From an optimization exercise on the open Yosys and OpenROAD flow, aimed at small area, a short achievable clock period and few clock cycles per item; shortcuts taken in it are not production practice.
At most, simulation tests tie the RTL to the original design; equivalence was not proved.

== the reference run ==
## Milestone1_convert
module Milestone1_convert (
	input  logic          Clock,
	input  logic          Resetn,
	input  logic          Enable,
	input  logic   [15:0] SRAM_read_data,
	input  logic          redo,
	output logic          SRAM_we_n,
	output logic   [17:0] SRAM_address,
	output logic   [15:0] SRAM_write_data,
	output logic          Finish
);
localparam logic [1:0] T_NONE = 2'd0, T_Y = 2'd1, T_U = 2'd2, T_V = 2'd3;
localparam logic [2:0] K_NONE = 3'd0, K_B0 = 3'd1, K_RG0 = 3'd2, K_RG1 = 3'd3, K_B1 = 3'd4;
localparam logic [2:0] I_NONE = 3'd0, I_HI = 3'd1, I_LO = 3'd2, I_REP = 3'd3, I_PORT = 3'd4;
logic        run;           
logic [3:0]  nph;           
logic [7:0]  nk;            
logic        nlead;         
logic [15:0] y_addr;        
logic [17:0] u_addr;        
logic [17:0] rgb_addr;      
logic [1:0]  tag_a, tag_b, tag_c;    
logic [2:0]  kind_a, kind_b;         
logic        c_even, c_isb, c_firv, c_ldv, c_ldu, c_ph2;
logic [2:0]  c_kind;
logic [2:0]  c_ins_u, c_ins_v;
logic [7:0]  y_lo;                  
logic [7:0]  y_sel;                 
logic [15:0] hu, hv;
logic [7:0]  su [0:5];
logic [7:0]  sv [0:5];
logic [8:0]  up_reg, vp_reg;        
logic [7:0]  b0_save;
function automatic logic [11:0] succ(input logic [3:0] p, input logic [7:0] kk);
	logic [3:0] p2;
	logic [7:0] k2;
	p2 = p + 4'd1;
	k2 = kk;
	if (p == 4'd4) begin
		if (kk == 8'd159) p2 = 4'd5;
		else begin p2 = 4'd0; k2 = kk + 8'd1; end
	end else if (p == 4'd10) begin
		p2 = 4'd0; k2 = 8'd0;
	end
	succ = {p2, k2};
endfunction
function automatic logic [5:0] ins_of(input logic [3:0] p, input logic [7:0] kk);
	logic [2:0] iu, iv;
	iu = I_NONE;
  ...
Size: ~460 flip-flops.
clock: 14.0 ns
lec_check: 0
cap_margin: 20
core_margin: 2
core_utilization: 40
slew_margin: 20
synth_hierarchical: 1
standard.sh (not shown) runs the stock make flow with config.mk's settings and CLKGATE_MAP_FILE= SYNTH_SCRIPT=/design/flow/synth_recipe.tcl, a recipe that flattens the netlist after the stock synthesis.
==> flow/flow/run.sh <==
#!/bin/bash
# Standard ORFS layout (standard.sh) with these changes in how it is made:
#  - the port buffers are buf_4 cells instead of the buffer ORFS picks
#  - clock tree: larger sink clusters, no dummy loads
#  - timing repair aims at a setup margin below the design's clock period
# The SDC, clock period and I/O constraints are the standard flow's, unchanged.
set -euo pipefail
bash standard.sh SETUP_SLACK_MARGIN=10.0 \
  "BUFFER_PORTS_ARGS=-buffer_cell sky130_fd_sc_hd__buf_4" \
  "CTS_ARGS=-sink_clustering_enable -repair_clock_nets -root_buf sky130_fd_sc_hd__clkbuf_16 -buf_list sky130_fd_sc_hd__clkbuf_8 -sink_clustering_size 18 -sink_clustering_max_diameter 50 -dont_use_dummy_load" \
  finish > orfs_make.log 2>&1
--- input diff the reference run..the trial run ---
--- a/flow/flow/run.sh
+++ b/flow/flow/run.sh
@@ -9,3 +9,3 @@
   "BUFFER_PORTS_ARGS=-buffer_cell sky130_fd_sc_hd__buf_4" \
-  "CTS_ARGS=-sink_clustering_enable -repair_clock_nets -root_buf sky130_fd_sc_hd__clkbuf_16 -buf_list sky130_fd_sc_hd__clkbuf_8 -sink_clustering_size 18 -sink_clustering_max_diameter 50 -dont_use_dummy_load" \
+  "CTS_ARGS=-sink_clustering_enable -repair_clock_nets -sink_clustering_size 36 -sink_clustering_max_diameter 70 -dont_use_dummy_load" \
   finish > orfs_make.log 2>&1
==> run notes <==
- Lower met1 routed wirelength after detailed routing goes to the trial run over the reference run.
- As far as flip-flop and latch share of the layout cell area is concerned, the trial run and the reference run perform about the same.
- Between the reference run and the trial run, the cell count went down.
- Looking only at arrival time at the worst endpoint, and setting everything else aside, the lower value of the reference run and the trial run goes to the reference run.
- Data-path buffer share of cell area in the final layout delta (the trial run -> the reference run): insignificant
- Between the trial run and the reference run, the per-cell via count in the routed design figures differ only marginally.
No run of this note included a check of the RTL's function; only the layout flow was run.

Another version of the RTL of Milestone1_convert (not shown whole).
Size: about 2100 cells after synthesis, roughly 56 I/O pins, ~24000 µm² of cells after synthesis.
Settings: LEC_CHECK=0, CAP_MARGIN=20, CORE_MARGIN=2, CORE_UTILIZATION=40, SLEW_MARGIN=20, SYNTH_HIERARCHICAL=1; clock period 14.0 ns.
==> flow/flow/run.sh <==
#!/bin/bash
# Standard ORFS layout (standard.sh) with these changes in how it is made:
#  - the port buffers are buf_2 cells instead of the buffer ORFS picks
#  - clock tree: clkbuf_16 root, clkbuf_8 leaf buffers over small sink
#    clusters, no dummy loads
#  - timing repair aims at a setup margin below the design's clock period
# The SDC, clock period and I/O constraints are the standard flow's, unchanged.  ORFS
# writes each step's log under orfs/logs; make's own output goes to
# orfs_make.log here.
set -euo pipefail
bash standard.sh SETUP_SLACK_MARGIN=10.0 \
  "BUFFER_PORTS_ARGS=-buffer_cell sky130_fd_sc_hd__buf_2" \
  "CTS_ARGS=-sink_clustering_enable -repair_clock_nets -root_buf sky130_fd_sc_hd__clkbuf_16 -buf_list sky130_fd_sc_hd__clkbuf_8 -sink_clustering_size 18 -sink_clustering_max_diameter 50 -dont_use_dummy_load" \
  finish > orfs_make.log 2>&1
Testbench counts at the start, summed over its fixed seeds: cycles 1,547,720, frames 8.
Edit:
Settings changed: CORE_UTILIZATION 40 to 55.
After rerunning: The new run completed without violations. Wire length went up by 1.8%. Global-route usage came out higher by 6.8 points. Setup slack degrades by 0.0099 ns. Design area is lower by 1.1%. Via count barely changes. Utilization came out higher by 15 points. Clock skew falls by 0.0057 ns. Final cell count goes down by 6.7%.
Edit:
==> flow/flow/run.sh (replaced) <==
#!/bin/bash
# Standard ORFS layout (standard.sh) with these changes in how it is made:
#  - the port buffers are buf_4 cells instead of the buffer ORFS picks
#  - clock tree: clkbuf_16 root, clkbuf_4 and clkbuf_8 buffers over small sink
#    clusters, no dummy loads
#  - timing repair aims at a setup margin below the design's clock period
# The SDC, clock period and I/O constraints are the standard flow's, unchanged.  ORFS
# writes each step's log under orfs/logs; make's own output goes to
# orfs_make.log here.
set -euo pipefail
bash standard.sh SETUP_SLACK_MARGIN=10.0 \
  "BUFFER_PORTS_ARGS=-buffer_cell sky130_fd_sc_hd__buf_4" \
  "CTS_ARGS=-sink_clustering_enable -repair_clock_nets -root_buf sky130_fd_sc_hd__clkbuf_16 -buf_list {sky130_fd_sc_hd__clkbuf_4 sky130_fd_sc_hd__clkbuf_8} -sink_clustering_size 12 -sink_clustering_max_diameter 40 -dont_use_dummy_load" \
  finish > orfs_make.log 2>&1
Settings changed: CORE_UTILIZATION 55 to 40.
Effect: The changed run went through all stages and came out clean. Wire length falls by about 0.9%. Via count increases by about 1.1%. Hold slack got worse by 0.022 ns. Critical path depth is unchanged. Cell area is higher by 3.0%. Die area rises by about 37%. Utilization falls by 14 points.
Edit:
==> flow/flow/run.sh (replaced) <==
#!/bin/bash
# Standard ORFS layout (standard.sh) with these changes in how it is made:
#  - the port buffers are buf_4 cells instead of the buffer ORFS picks
#  - clock tree: clkbuf_16 root, clkbuf_8 leaf buffers over small sink
#    clusters, no dummy loads
#  - timing repair aims at a setup margin below the design's clock period
# The SDC, clock period and I/O constraints are the standard flow's, unchanged.  ORFS
# writes each step's log under orfs/logs; make's own output goes to
# orfs_make.log here.
set -euo pipefail
bash standard.sh SETUP_SLACK_MARGIN=10.0 \
  "BUFFER_PORTS_ARGS=-buffer_cell sky130_fd_sc_hd__buf_4" \
  "CTS_ARGS=-sink_clustering_enable -repair_clock_nets -root_buf sky130_fd_sc_hd__clkbuf_16 -buf_list sky130_fd_sc_hd__clkbuf_8 -sink_clustering_size 18 -sink_clustering_max_diameter 50 -dont_use_dummy_load" \
  finish > orfs_make.log 2>&1
Outcome: Cell area went down slightly. Synthesized area does not change. Cell count went down slightly. Critical path depth does not change.
Edit:
--- a/flow/flow/run.sh
+++ b/flow/flow/run.sh
@@ -1,5 +1,5 @@
 #!/bin/bash
 # Standard ORFS layout (standard.sh) with these changes in how it is made:
-#  - the port buffers are buf_4 cells instead of the buffer ORFS picks
+#  - the port buffers are buf_2 cells instead of the buffer ORFS picks
 #  - clock tree: clkbuf_16 root, clkbuf_8 leaf buffers over small sink
 #    clusters, no dummy loads
@@ -10,5 +10,5 @@
 set -euo pipefail
 bash standard.sh SETUP_SLACK_MARGIN=10.0 \
-  "BUFFER_PORTS_ARGS=-buffer_cell sky130_fd_sc_hd__buf_4" \
+  "BUFFER_PORTS_ARGS=-buffer_cell sky130_fd_sc_hd__buf_2" \
   "CTS_ARGS=-sink_clustering_enable -repair_clock_nets -root_buf sky130_fd_sc_hd__clkbuf_16 -buf_list sky130_fd_sc_hd__clkbuf_8 -sink_clustering_size 18 -sink_clustering_max_diameter 50 -dont_use_dummy_load" \
   finish > orfs_make.log 2>&1
Settings changed: PLACE_DENSITY set to 0.75.
Hold slack gets better by 0.026 ns.
Core utilization drops by 0.35 points.
Worst setup slack is worse by 0.049 ns.
Routed wire length went down by about 0.4%.
Flip-flop and latch count stays the same.

## separate check: timing with driven ports
The flow's constraints put no driver on any port. The routed layouts listed below were extracted and timed again, unchanged, in two steps.
Step 1 assumes that a clkbuf_16 drives the clock port and a buf_2 every other input.
Step 2 adds t to the input delays and takes it off the output delays; t is the mean of the earliest and latest rising clock arrival at the registers after step 1. Input paths then give back, and output paths get back, about the clock's delay inside the block.
Three values: ideal, step 1, step 2; two values: the first two.
run	shift t [ns]	setup WS [ns]	worst hold slack (ns)	worst setup path at the end
the reference run	0.578	10.104 / 10.047 / 10.331	0.300 / 0.300 / 0.300	register to register
the trial run	0.609	10.061 / 10.005 / 10.348	0.339 / 0.339 / 0.339	register to register
the first run of note 2	0.576	10.185 / 10.126 / 10.213	0.322 / 0.322 / 0.322	register to register
the second run of note 2	0.580	10.175 / 10.118 / 10.247	0.337 / 0.337 / 0.337	register to register
the third run of note 2	0.599	10.184 / 10.122 / 10.273	0.315 / 0.315 / 0.315	register to register
the fourth run of note 2	0.585	10.201 / 10.139 / 10.249	0.309 / 0.309 / 0.309	register to register
the fifth run of note 2	0.584	10.152 / 10.091 / 10.290	0.336 / 0.336 / 0.336	register to register
After both steps setup and hold are still met in every run listed.
